Source: an optimization exercise on an open RTL-to-GDS flow (aim: small area). Production flows keep margins and buffers that such runs may drop. The RTL was checked by simulation tests, not by an equivalence proof against the original design. The clock cells of this run come from the design's own scripts or RTL, not from TritonCTS. The clock input has no modelled driver; a real chip could not lean on it and would need a root buffer or a full tree. Power and IR drop assume default switching activity.

<file path="flow/design.v">
module pewpew (
	input clk,
	input rst,
	input RX,
	output TST1,
	output TST2,
	output TST3,
	output TST4,
	output TST5,
	output LED1,
	output LED2,
	output LED3,
	output LED4,
	output LED5
);
	wire [7:0] rx_byte;
	wire rx_latch;
	uart_rx uart_rx1 (
		.clk(clk),
		.rst(rst),
		.RX(RX),
		.read_byte(rx_byte),
		.latch(rx_latch)
	);
	reg reset;   
	assign LED1 = ~reset;
	assign LED2 = ~RX;
	assign LED3 = 1'b0;
	assign LED4 = 1'b0;
	assign LED5 = rx_latch;
	wire inl, digit, do_ctrl, do_write;
	wire [2:0] typ;
	cmd cmd1 (
		.clk(clk),
		.rst(rst),
		.in_byte(rx_byte),
		.latch(rx_latch),
		.inl(inl),
		.typ(typ),
		.digit(digit),
		.do_ctrl(do_ctrl),
		.do_write(do_write)
	);
	wire [19:0] value;
	cmd_val cmd_val1 (
		.clk(clk),
		.in_byte(rx_byte),
		.latch(rx_latch),
		.inl(inl),
		.digit(digit),
		.value(value)
	);
	reg [19:0] repeat_period;   
	reg [19:0] delay;           
	reg [19:0] ex;              
	always @(posedge clk) begin
		if (rst) begin
			reset <= 1;
			repeat_period <= 800000;
			delay <= 1200;
			ex <= 1560 + 360;
		end else begin
			if (do_ctrl) begin
				if (typ[1:0] == 2'd1) reset <= 0;
				else if (typ[1:0] == 2'd2) reset <= 1;
				else reset <= ~reset;
			end
			if (do_write & (typ[1:0] == 2'd1)) repeat_period <= value;
			if (do_write & (typ[1:0] == 2'd2)) delay <= value;
			if (do_write & (typ[1:0] == 2'd3)) ex <= value + 20'd1560;
		end
	end
	pulser pulser_1 (
		.clk(clk),
		.reset(reset),
		.repeat_period(repeat_period),
		.delay(delay),
		.ex(ex),
		.warm_up_a(TST1),
		.warm_up_b(TST2),
		.trigger_a(TST3),
		.trigger_b(TST4),
		.camera(TST5)
	);
endmodule
module pulser (
	input clk,
	input reset,
	input [19:0] repeat_period,
	input [19:0] delay,
	input [19:0] ex,
	output warm_up_a,
	output warm_up_b,
	output trigger_a,
	output trigger_b,
	output camera
);
	function automatic le20(input [19:0] a, input [19:0] b);  
		integer i; reg c;
		begin
			c = 1'b1;
			for (i = 0; i < 20; i = i + 1) c = (~a[i] & b[i]) | ((~a[i] | b[i]) & c);
			le20 = c;
		end
	endfunction
	function automatic [19:0] sub20(input [19:0] a, input [19:0] b);  
		integer i; reg c;
		begin
			c = 1'b1;
			for (i = 0; i < 20; i = i + 1) begin
				sub20[i] = a[i] ^ ~b[i] ^ c;
				c = (a[i] & ~b[i]) | (a[i] & c) | (~b[i] & c);
			end
		end
	endfunction
	reg [19:0] count;
	always @(posedge clk) begin
		if (reset | le20(repeat_period, count)) count <= 0;
		else count <= count + 1;
	end
	wire [19:0] d = delay;
	wire [19:0] u = sub20(count, d);
	wire en = ~reset;
	wire d_hi1 = (d >= 20'hFFF88);                           
	wire d_hi2 = (d >= 20'hFF8F8) & (d <= 20'hFF96F);        
	wire ex_wrap = (ex < 20'd1560);                           
	wire d_wrap = (d >= 20'd1047016);                         
	wire le = le20(ex, ~d);                                     
	wire nowrap2 = (ex_wrap == d_wrap) ? le : d_wrap;
	wire u_gt = (u > 20'd1560);
	wire u_le = le20(u, ex);
	assign warm_up_a = en & (count != 0) & (count <= 20'd120);
	assign trigger_a = en & (count > 20'd1680) & (count <= 20'd1800);
	assign warm_up_b = en & (u != 0) & (u <= 20'd120) & ~d_hi1;
	assign trigger_b = en & (u > 20'd1680) & (u <= 20'd1800) & ~d_hi2;
	wire cam1 = (count > 20'd1560) & le20(count, ex);
	wire cam2 = nowrap2 & (ex_wrap ? (u_gt | u_le) : (u_gt & u_le));
	assign camera = en & (cam1 | cam2);
endmodule
module uart_rx (
	input clk,
	input rst,
	input RX,
	output [7:0] read_byte,
	output latch
);
	localparam [10:0] LA = 11'd1993;
	localparam [10:0] LB = 11'd1992;
	localparam [10:0] TERM = 11'd322;
	reg recv;
	reg [10:0] cnt;
	reg [8:0] sh;
	wire term = (cnt == TERM);
	always @(posedge clk) begin
		if (!recv) cnt <= LA;
		else if (term) cnt <= LB;
		else cnt <= {cnt[9:0], cnt[10] ^ cnt[8]};
		if (rst | !recv) sh <= 9'b1_0000_0000;
		else if (term & !sh[0]) sh <= {RX, sh[8:1]};
		if (rst) recv <= 0;
		else if (!recv) recv <= !RX;
		else if (term & sh[0]) recv <= 0;
	end
	assign latch = !recv & sh[0];
	assign read_byte = sh[8:1];
endmodule
module cmd (
	input clk,
	input rst,
	input [7:0] in_byte,
	input latch,
	output reg inl,
	output reg [2:0] typ,
	output digit,
	output do_ctrl,
	output do_write
);
	wire eol = (in_byte == 8'd10) | (in_byte == 8'd13);
	assign digit = (in_byte[7:4] == 4'h3) & (in_byte[3:0] <= 4'd9);
	assign do_ctrl = typ[2];
	assign do_write = !inl & (typ[1] | typ[0]);
	reg [2:0] code;
	always @(*) begin
		case (in_byte)
			"p": code = 3'd1;
			"d": code = 3'd2;
			"e": code = 3'd3;
			"E": code = 3'd5;
			"D": code = 3'd6;
			"R": code = 3'd7;
			default: code = 3'd0;
		endcase
	end
	always @(posedge clk) begin
		if (rst) begin
			inl <= 0;
			typ <= 0;
		end else if (latch) begin
			if (!inl) begin
				if (!eol) begin
					inl <= 1;
					typ <= code;
				end
			end else if (eol) begin
				inl <= 0;
			end
		end else if (do_ctrl | do_write) begin
			typ <= 0;
		end
	end
endmodule
module cmd_val (
	input clk,
	input [7:0] in_byte,
	input latch,
	input inl,
	input digit,
	output reg [19:0] value
);
	wire [3:0] d = in_byte[3:0];
	wire [2:0] lo = {value[1:0], d[0]} + {d[2:1], 1'b0};
	wire k = (value[1] & d[2]) | ((value[1] | d[2]) & value[0] & d[1]);
	reg [16:0] hi;
	integer i;
	reg c;
	always @(*) begin
		c = k | d[3];
		for (i = 0; i < 17; i = i + 1) begin
			hi[i] = value[i] ^ value[i + 2] ^ c;
			c = (value[i] & value[i + 2]) | ((value[i] | value[i + 2]) & c);
		end
	end
	wire [19:0] next = {hi, lo};
	wire clr = latch & !inl;
	wire ld = latch & inl & digit;
	always @(posedge clk) value <= value ^ (({20{ld}} & (next ^ value)) | ({20{clr}} & value));
endmodule
</file>
<file path="flow/flow/run.sh">
#!/bin/bash
# Standard synthesis; then the combinational logic is re-mapped by ABC for
# area (registers, their names and cell types are kept as the standard
# synthesis made them); then the standard flow to placement with 1x port
# buffers; then a small balanced clock tree (flow/mcts.tcl) in place of the
# standard CTS step; then the standard flow from global routing to finish.
# If the re-mapped netlist misses timing before layout (ideal clock), the
# standard netlist is kept; if no clock tree meets the slew limit, the
# standard CTS step runs. Each tool's output goes to its own log here.
set -euo pipefail
R=orfs/results/$FLOW_PLATFORM/pewpew/base
LIB=$FLOW_HOME/platforms/sky130hd/lib/sky130_fd_sc_hd__tt_025C_1v80.lib
bash standard.sh synth > std_synth.log 2>&1
cp $R/1_2_yosys.v $R/1_2_yosys_std.v
: > choice.log
python3 flow/softfa.py $R/1_2_yosys_std.v soft.v > softfa.log 2>&1
for G in "1 2 3 4" "5 6 7 8"; do
	for S in $G; do
		mkdir -p resyn_$S
		(cd resyn_$S && RESYN_SCRIPT="+strash;&get -n;&deepsyn -T 120 -S $S;&put;dch;amap" \
			bash ../flow/resyn.sh ../soft.v resyn.v resyn.log) &
	done
	wait
done
BESTV=""; BESTA=1e9
for S in 1 2 3 4 5 6 7 8; do
	[[ -s resyn_$S/resyn.v ]] || continue
	cat > resyn_$S/sta.tcl <<EOT
read_liberty $LIB
read_verilog resyn_$S/resyn.v
link_design $FLOW_TOP
read_sdc $FLOW_SDC
report_checks -path_delay max
report_worst_slack -max
EOT
	sta -no_init -exit resyn_$S/sta.tcl > resyn_$S/sta.log 2>&1 || true
	SLACK=$(grep -o "worst slack max [-0-9.]*" resyn_$S/sta.log | awk '{print $4}')
	A=$(grep "Chip area" resyn_$S/resyn.log | tail -1 | awk '{print $NF}')
	echo "resyn seed $S: area ${A:-none} slack ${SLACK:-none}" >> choice.log
	if [[ -n "$SLACK" && -n "$A" ]] && awk -v s="$SLACK" -v a="$A" -v b="$BESTA" 'BEGIN{exit !(s >= 1.0 && a < b)}'; then
		BESTV=resyn_$S/resyn.v; BESTA=$A
	fi
done
if [[ -n "$BESTV" ]]; then
	cp $BESTV $R/1_2_yosys.v
	echo "using $BESTV" >> choice.log
else
	echo "using the standard netlist" >> choice.log
fi
PB="BUFFER_PORTS_ARGS=-inputs -outputs -buffer_cell sky130_fd_sc_hd__buf_1"
bash standard.sh "$PB" place > std_place.log 2>&1
BEST=""; BESTA=1e9
for K in 4 5 6 8 10 12 16; do
	if MCTS_LIB=$LIB MCTS_IN=$R/3_place.odb MCTS_SDC=$R/3_place.sdc MCTS_OUT_ODB=mcts_$K.odb MCTS_OUT_SDC=mcts_$K.sdc \
		MCTS_K=$K MCTS_LEAF=sky130_fd_sc_hd__clkbuf_16 MCTS_ROOT=sky130_fd_sc_hd__clkbuf_8 MCTS_SLEW=0.100 \
		openroad -no_init -exit flow/mcts.tcl > mcts_$K.log 2>&1; then
		L=$(grep "mcts: K=" mcts_$K.log | tail -1)
		A=$(echo "$L" | sed 's/.*area=\([0-9.]*\).*/\1/')
		S=$(echo "$L" | sed 's/.*maxslew=\([0-9.]*\).*/\1/')
		H=$(grep -o "worst slack min [-0-9.]*" mcts_$K.log | awk '{print $4}')
		echo "K=$K area=$A slew=$S hold=$H" >> choice.log
		if awk -v a="$A" -v b="$BESTA" -v s="$S" -v h="$H" 'BEGIN{exit !(a < b && s <= 0.108 && h >= 0.05)}'; then
			BEST=$K; BESTA=$A
		fi
	fi
done
if [[ -n "$BEST" ]]; then
	echo "clock tree: K=$BEST" >> choice.log
	cp mcts_$BEST.odb $R/4_1_cts.odb
	cp mcts_$BEST.odb $R/4_cts.odb
	cp mcts_$BEST.sdc $R/4_cts.sdc
	touch $R/4_cts.sdc
else
	echo "clock tree: standard CTS" >> choice.log
	bash standard.sh "$PB" \
		"CTS_ARGS=-sink_clustering_enable -repair_clock_nets -dont_use_dummy_load -buf_list sky130_fd_sc_hd__clkbuf_8" \
		cts > std_cts.log 2>&1
fi
bash standard.sh "$PB" finish > std_finish.log 2>&1
</file>
<file path="flow/flow/mcts.tcl">
# Clock tree: the clock port drives one root buffer, which drives K leaf
# buffers; the registers are split into K groups by k-means on their placed
# positions and each group hangs on the leaf buffer at its centre. Each leaf
# (then the root) is sized down to the smallest clock buffer that keeps the
# slew at its registers within MCTS_SLEW (or what clkbuf_16 gives, if more).
# Env: MCTS_LIB MCTS_IN MCTS_SDC MCTS_OUT_ODB MCTS_OUT_SDC MCTS_K MCTS_LEAF MCTS_ROOT MCTS_SLEW
read_liberty $::env(MCTS_LIB)
read_db $::env(MCTS_IN)
read_sdc $::env(MCTS_SDC)
source $::env(FLOW_HOME)/platforms/sky130hd/setRC.tcl
set block [ord::get_db_block]
set db [ord::get_db]
set clk [$block findNet clk]
set K $::env(MCTS_K)
set sinks {}
foreach it [$clk getITerms] {
  lappend sinks $it
}
puts "mcts: [llength $sinks] sinks"
# positions
set xs {}; set ys {}
foreach it $sinks {
  set inst [$it getInst]
  set bb [$inst getBBox]
  lappend xs [expr {([$bb xMin] + [$bb xMax]) / 2.0}]
  lappend ys [expr {([$bb yMin] + [$bb yMax]) / 2.0}]
}
set n [llength $sinks]
# k-means, initial centres spread along x
set idx [lsort -real -indices $xs]
set cx {}; set cy {}
for {set k 0} {$k < $K} {incr k} {
  set j [lindex $idx [expr {int(($k + 0.5) * $n / $K)}]]
  lappend cx [lindex $xs $j]; lappend cy [lindex $ys $j]
}
for {set iter 0} {$iter < 50} {incr iter} {
  set asg {}
  for {set i 0} {$i < $n} {incr i} {
    set best 0; set bd 1e30
    for {set k 0} {$k < $K} {incr k} {
      set d [expr {abs([lindex $xs $i] - [lindex $cx $k]) + abs([lindex $ys $i] - [lindex $cy $k])}]
      if {$d < $bd} { set bd $d; set best $k }
    }
    lappend asg $best
  }
  # balance: not needed for small K, keep plain k-means
  set ncx {}; set ncy {}
  for {set k 0} {$k < $K} {incr k} {
    set sx 0.0; set sy 0.0; set c 0
    for {set i 0} {$i < $n} {incr i} {
      if {[lindex $asg $i] == $k} { set sx [expr {$sx + [lindex $xs $i]}]; set sy [expr {$sy + [lindex $ys $i]}]; incr c }
    }
    if {$c > 0} { lappend ncx [expr {$sx / $c}]; lappend ncy [expr {$sy / $c}] } else { lappend ncx [lindex $cx $k]; lappend ncy [lindex $cy $k] }
  }
  set cx $ncx; set cy $ncy
}
set leafm [$db findMaster $::env(MCTS_LEAF)]
set rootm [$db findMaster $::env(MCTS_ROOT)]
# root buffer at the centre of the leaf centres
set rx 0.0; set ry 0.0
for {set k 0} {$k < $K} {incr k} { set rx [expr {$rx + [lindex $cx $k]}]; set ry [expr {$ry + [lindex $cy $k]}] }
set rx [expr {int($rx / $K)}]; set ry [expr {int($ry / $K)}]
set root [odb::dbInst_create $block $rootm "clkbuf_root"]
set rootnet [odb::dbNet_create $block "clknet_root"]
$rootnet setSigType CLOCK
[$root findITerm A] connect $clk
[$root findITerm X] connect $rootnet
$root setLocation $rx $ry
$root setPlacementStatus PLACED
for {set k 0} {$k < $K} {incr k} {
  set b [odb::dbInst_create $block $leafm "clkbuf_leaf_$k"]
  set net [odb::dbNet_create $block "clknet_leaf_$k"]
  $net setSigType CLOCK
  [$b findITerm A] connect $rootnet
  [$b findITerm X] connect $net
  $b setLocation [expr {int([lindex $cx $k])}] [expr {int([lindex $cy $k])}]
  $b setPlacementStatus PLACED
  set c 0
  for {set i 0} {$i < $n} {incr i} {
    if {[lindex $asg $i] == $k} {
      set it [lindex $sinks $i]
      $it disconnect
      $it connect $net
      incr c
    }
  }
  puts "mcts: leaf $k at ([lindex $cx $k], [lindex $cy $k]) drives $c sinks"
}
detailed_placement
check_placement -verbose
set_propagated_clock [all_clocks]
estimate_parasitics -placement
# size each leaf (and then the root) down to the smallest buffer whose sinks
# stay at or under the slew target
set target $::env(MCTS_SLEW)
proc maxslew {net} {
  set ms 0
  foreach it [$net getITerms] {
    if {[$it isInputSignal] || [[$it getMTerm] getName] == "CLK"} {
      set inst [$it getInst]
      set pin [get_pins "[$inst getName]/[[$it getMTerm] getName]"]
      set s [get_property $pin slew_max]
      if {$s > $ms} {set ms $s}
    }
  }
  return $ms
}
proc allmax {} {
  set ms 0
  foreach pin [get_pins -hierarchical */CLK] {
    set s [get_property $pin slew_max]
    if {$s > $ms} {set ms $s}
  }
  return $ms
}
set sizes {sky130_fd_sc_hd__clkbuf_2 sky130_fd_sc_hd__clkbuf_4 sky130_fd_sc_hd__clkbuf_8 sky130_fd_sc_hd__clkbuf_16}
set bufs {}
for {set k 0} {$k < $K} {incr k} { lappend bufs [$block findInst "clkbuf_leaf_$k"] }
lappend bufs $root
foreach b $bufs {
  set orig [[$b getMaster] getName]
  set net [[$b findITerm X] getNet]
  if {$b == $root} { set lim [expr {max($target, [allmax])}] } else { set lim [expr {max($target, [maxslew $net])}] }
  foreach m $sizes {
    replace_cell [$b getName] $m
    estimate_parasitics -placement
    if {$b == $root} { set cur [allmax] } else { set cur [maxslew $net] }
    if {$cur <= $lim} { break }
  }
}
detailed_placement
check_placement -verbose
estimate_parasitics -placement
set area 0.0
foreach b $bufs { set m [$b getMaster]; set area [expr {$area + [$m getWidth] * [$m getHeight] / 1e6}] ; puts "mcts: [$b getName] [$m getName]" }
report_clock_skew
puts "mcts: K=$K area=$area maxslew=[allmax]"
report_worst_slack -max
report_worst_slack -min
write_db $::env(MCTS_OUT_ODB)
write_sdc -no_timestamp $::env(MCTS_OUT_SDC)
</file>
<file path="flow/flow/resyn.sh">
#!/bin/bash
# usage: resyn.sh IN.v OUT.v LOG
# Re-maps the combinational cells of a synthesized netlist with ABC for area.
# Flip-flops, tie cells and full adders (but fa_soft, see softfa.py) stay as they are.
set -euo pipefail
IN=$1; OUT=$2; LOG=$3
LIB=$FLOW_HOME/platforms/sky130hd/lib/sky130_fd_sc_hd__tt_025C_1v80.lib
TOP=${FLOW_TOP:-pewpew}
SCRIPT=${RESYN_SCRIPT:-"+strash;&get -n;&deepsyn -T 120;&put;dch;amap"}
DU=""
for c in $(grep -o "sky130_fd_sc_hd__probe[a-z_0-9]*\|sky130_fd_sc_hd__lpflow[a-z_0-9]*" $LIB | sort -u); do DU="$DU -dont_use $c"; done
KEEP=$(grep -o "cell *( *\"\?sky130_fd_sc_hd__[a-z0-9_]*" $LIB | sed 's/.*\(sky130_fd_sc_hd__\)/\1/' | grep -E "__(fa|df|edf|sdf|sedf|dl|conb|einv|ebuf|lpflow|probe|tap|fill|decap|diode)" | sort -u)
YS=resyn.ys
{
	echo "read_liberty -ignore_miss_func $LIB"
	echo "read_verilog $IN"
	echo "hierarchy -top $TOP"
	for k in $KEEP; do echo "setattr -mod -set keep_hierarchy 1 $k"; done
	echo "flatten"; echo "techmap"; echo "opt -fast"
	echo "opt_clean"
	echo "abc -liberty $LIB $DU -script \"$SCRIPT\""
	echo "opt_clean -purge"
	echo "hilomap -singleton -hicell sky130_fd_sc_hd__conb_1 HI -locell sky130_fd_sc_hd__conb_1 LO"
	echo "insbuf -buf sky130_fd_sc_hd__buf_1 A X"
	echo "opt_clean -purge"
	for k in $KEEP; do echo "blackbox $k"; done
	echo "stat -liberty $LIB $TOP"
	echo "select $TOP"
	echo "write_verilog -noattr -noexpr -nohex -nodec -selected $OUT"
} > $YS
yosys -s $YS > $LOG 2>&1
</file>
<file path="flow/flow/softfa.py">
#!/usr/bin/env python3
"""softfa.py IN.v OUT.v: in a flat gate-level netlist, retype the full-adder
cells (sky130_fd_sc_hd__fa_*) from which a top-level output port is reached
through combinational cells only to fa_soft, a module of plain logic that
the re-mapping then flattens, so ABC may restructure those (timing-critical)
carry chains. Full adders that only feed registers stay as cells."""
import re, sys
src = open(sys.argv[1]).read()
OUTPINS = {"X", "Y", "Q", "Q_N", "COUT", "SUM", "HI", "LO", "GCLK"}
inst_re = re.compile(r"^\s*(sky130_fd_sc_hd__\w+)\s+(\\\S+|\S+)\s*\((.*?)\);", re.S | re.M)
pin_re = re.compile(r"\.(\w+)\s*\(\s*(.*?)\s*\)\s*(?:,|$)", re.S)
insts = []
for m in inst_re.finditer(src):
    typ, name, body = m.group(1), m.group(2), m.group(3)
    pins = {p: n.strip() for p, n in pin_re.findall(body)}
    insts.append((typ, name, pins, m.start(1)))
loads = {}
for i, (typ, name, pins, _) in enumerate(insts):
    for p, n in pins.items():
        if p not in OUTPINS:
            loads.setdefault(n, []).append(i)
alias = {}
for a, b in re.findall(r"assign\s+(\\\S+\s|\S+)\s*=\s*(\\\S+\s|[^;]+?)\s*;", src):
    alias.setdefault(b.strip(), []).append(a.strip())
outs = set()
for decl in re.findall(r"^\s*output\s+(?:\[[^\]]*\]\s*)?([^;]+);", src, re.M):
    for n in decl.split(","):
        outs.add(n.strip())
def seq(typ):
    return re.search(r"__(df|edf|sdf|sedf|dl)", typ) is not None
memo = {}
def reaches_out(i):
    if i in memo:
        return memo[i]
    memo[i] = False
    typ, name, pins, _ = insts[i]
    res = False
    stack = [n for p, n in pins.items() if p in OUTPINS]
    seen = set()
    while stack and not res:
        n = stack.pop()
        if n in seen:
            continue
        seen.add(n)
        base = re.sub(r"\s*\[\d+\]$", "", n)
        if n in outs or base in outs:
            res = True
            break
        for a in alias.get(n, []):
            stack.append(a)
        for j in loads.get(n, []):
            if seq(insts[j][0]):
                continue
            if reaches_out(j):
                res = True
                break
    memo[i] = res
    return res
soft = [i for i, (typ, _, _, _) in enumerate(insts) if re.match(r"sky130_fd_sc_hd__fa_\d+$", typ) and reaches_out(i)]
out = list(src)
for i in sorted(soft, key=lambda i: -insts[i][3]):
    pos = insts[i][3]
    typ = insts[i][0]
    src = src[:pos] + "fa_soft" + src[pos + len(typ):]
src += """
module fa_soft (A, B, CIN, COUT, SUM);
  input A, B, CIN;
  output COUT, SUM;
  assign SUM = A ^ B ^ CIN;
  assign COUT = (A & B) | (CIN & (A | B));
endmodule
"""
open(sys.argv[2], "w").write(src)
print("fa cells: %d, softened: %d" % (sum(1 for t in insts if t[0].startswith("sky130_fd_sc_hd__fa_")), len(soft)))
</file>
<file path="flow/standard.sh">
#!/bin/bash
# synth_recipe.tcl (not shown) runs the flow's synth.tcl, then flattens the netlist and writes it again
# the make line also repeats each setting of config.mk as NAME=value (left out here)
make -C /OpenROAD-flow-scripts/flow DESIGN_CONFIG=/design/flow/config.mk WORK_HOME=/design/flow/orfs CLKGATE_MAP_FILE= SYNTH_SCRIPT=/design/flow/synth_recipe.tcl "${@:-finish}"
</file>
<file path="flow/config.mk">
export PLATFORM = sky130hd
export DESIGN_NAME = pewpew
export DESIGN_NICKNAME = pewpew
export VERILOG_FILES = /design/flow/design.v
export SDC_FILE = /design/flow/constraint.sdc
export NUM_CORES = 4
export LEC_CHECK = 0
export CAP_MARGIN = 20
export CORE_MARGIN = 2
export CORE_UTILIZATION = 80
export PLACE_DENSITY = 0.85
export SLEW_MARGIN = 20
</file>
<file path="flow/constraint.sdc">
create_clock -name core_clock -period 10.0 [get_ports {clk}]
set_input_delay 2.0000 -clock core_clock [delete_from_list [all_inputs] [get_ports {clk}]]
set_output_delay 2.0000 -clock core_clock [all_outputs]
set_load 0.01 [all_outputs]
</file>
==> results.sh <==
export IMPL_status="complete, no violations"
export IMPL_skew_ps=31.9
export IMPL_numPortBuffers=10
export IMPL_critical_path_class="flip-flop to output pin"
export IMPL_antennaDiodeCount=0
export IMPL_wl_met1_mm=6.70
export IMPL_timing_rr_start="uart_rx1.sh[2]"
export IMPL_min_to="uart_rx1.cnt[2]"
export IMPL_powerDensity_nw_per_um2=124
export IMPL_clk_latency_ps=540
export IMPL_avgRoutedWirePerCell_um=20.2
export IMPL_fillers=433
export IMPL_period_share=0.852
export IMPL_route_met2_wl_mm=8.52
export IMPL_hold_path_startpoint="uart_rx1.cnt[1]"
export IMPL_final_setup_tns_ps=0
export IMPL_drv_slew=0
export IMPL_antenna_found_initial=0
export IMPL_ant_nets=0
export IMPL_worst_ep_arrival_time_ps=6520
export IMPL_postSynthCellCount=794
export IMPL_dieArea_um2=8560
export IMPL_multi_input_area_um2=3240
export IMPL_yosys_warnings=5
export IMPL_reg2reg_to="cmd_val1.value[19]"
export IMPL_drc=0
export IMPL_core_area_um2=7650
export IMPL_rsz0062_at_grt="false"
export IMPL_syn_avg_cell_area_um2=7.89
export IMPL_peakVddDrop_v=0.000127
export IMPL_tightest_slew_ps=1030
export IMPL_critPathMostFrequentCell="o21ai_0"
export IMPL_period_needed_ps=8520
export IMPL_critPathSlowestCell="dfxtp_1"
export IMPL_die_h_um=92.5
export IMPL_grt_overflow=0
export IMPL_synth_area_um2=6270
export IMPL_grt_pass1_vias=6274
export IMPL_slew_headroom=0.311
export IMPL_die_w_um=92.5
export IMPL_layout_drive_gt1_share=0.0159
export IMPL_grt_pass1_wl_mm=29.9
export IMPL_grt_max_degree=22
export IMPL_max_cap_violations=0
export IMPL_seqCellArea_um2=2520
export IMPL_worstPathMaxFanout=7
export IMPL_fmax_mhz=117
export IMPL_viasPerCell=7.24
export IMPL_cp_slowest_stage_delay_ps=440
export IMPL_drt_total_wl_mm=18.6
export IMPL_place_detailed_hpwl_mm=12.3
export IMPL_std_cell_rows=32
export IMPL_setup_viol=0
export IMPL_dr_total_vias=6657
export IMPL_finalHoldViolations=0
export IMPL_met3WireLength_mm=2.10
export IMPL_cp_start_kind="flip-flop"
export IMPL_num_io_pins=13
export IMPL_place_congestion=1.03
export IMPL_clk_pin_slew_ps=80
export IMPL_gr_usage_all_layers=0.430
export IMPL_leakage_nw=2.19
export IMPL_holdPathStages=2
export IMPL_required_ps=8000
export IMPL_endpoint_kind="output pin"
export IMPL_top_layer="met4"
export IMPL_dr_first_iter_drc_count=1100
export IMPL_first_pass_iters=9
export IMPL_r2r_setup_slack_ps=2110
export IMPL_initial_core_util=0.820
export IMPL_syn_to_final_growth_pct=4.99
export IMPL_hold_class="flip-flop to flip-flop"
export IMPL_nNetsFinal=838
export IMPL_r2r_cells=23
export IMPL_p_total_mw=0.819
area by class of cell:
type,count,area share
Tap cell,102,0.0194
Inverter,136,0.0776
Buffer,11,0.0202
Multi-Input combinational cell,532,0.492
Timing Repair Buffer,12,0.00798
Sequential cell,126,0.383
cells in the final DEF (no fill, tap or decap), drive strengths merged, types with 12 or more instances in the layout:
| master | count |
|---|---|
| nand3 | 12 |
| a21oi | 40 |
| clkinv | 136 |
| nor2 | 94 |
| o21a | 14 |
| o22ai | 69 |
| nor3 | 26 |
| fa | 16 |
| o221ai | 16 |
| a22oi | 19 |
| buf | 12 |
| dfxtp | 126 |
| nand2 | 53 |
| o21ai | 78 |
registers in the layout, indices dropped and copies added, names as in the netlist:
signal          count
uart_rx1.sh         9
ex                 20
uart_rx1.recv       1
cmd_val1.value     20
cmd1.typ            3
delay              20
uart_rx1.cnt       11
reset               1
repeat_period      20
pulser_1.count     20
cmd1.inl            1
power breakdown:
group | switching [mW] | internal (mW)
clock network | 0.158 | 0.0843
logic | 0.0422 | 0.0180
registers | 0.00646 | 0.510
total | 0.206 | 0.612
worst max-delay path: cells and delay by family, from the launching register on:
family	cells	cell delay, ps
buf+inv	4	540
simple gates	15	1310
compound gates	27	3720
flops	1	440
worst max path at each step:
stage	startpoint	end
2_1_floorplan	uart_rx1.sh[2]	cmd_val1.value[19]
6_report	pulser_1.count[2]	TST5
3_3_place_gp	cmd_val1.value[1]	cmd_val1.value[19]
3_5_place_dp	uart_rx1.sh[2]	cmd_val1.value[19]
5_1_grt	pulser_1.count[2]	TST5
per-layer routing:
layer  track usage  up-vias
li1              -     2947
met1         0.534     2975
met2         0.727      582
met3        0.0635      153
met4         0.223        0
met5             0        -
metrics by stage:
step                      instance area (um2)  hold WS (ps)  instances   util  worst slack (ps)
after global routing                     6580           452        919  0.861               795
after detailed placement                 6450           419        908  0.843              2340
after floorplan                          6270           397        795      -              2720
final                                    6580           431        919  0.861              1480
after global placement                   6450           411        908  0.843              2540

## what the ideal ports hide
The results above use ideal ports. As a check the final layout listed here was re-extracted and re-timed, cells and wires unchanged.
Step 1, drivers: a clkbuf_16 drives clk and a buf_2 each remaining input, both assumed.
Step 2 moves the port delays by t, midway between the first and last clock arrival at a register: inputs arrive t later, outputs are due t later. That takes back most of the time a late clock gives input paths.
a / b / c = ideal ports / drivers / drivers and shift; a / b = the first two.
t (ns): 0.560
setup slack, ns: 1.484 / 1.448 / 2.009
pins driven straight from the clock port: 1
After both steps setup and hold are still met in this run. The setup slack of this run moves by -0.036 ns with the drivers and by +0.525 ns with both steps.
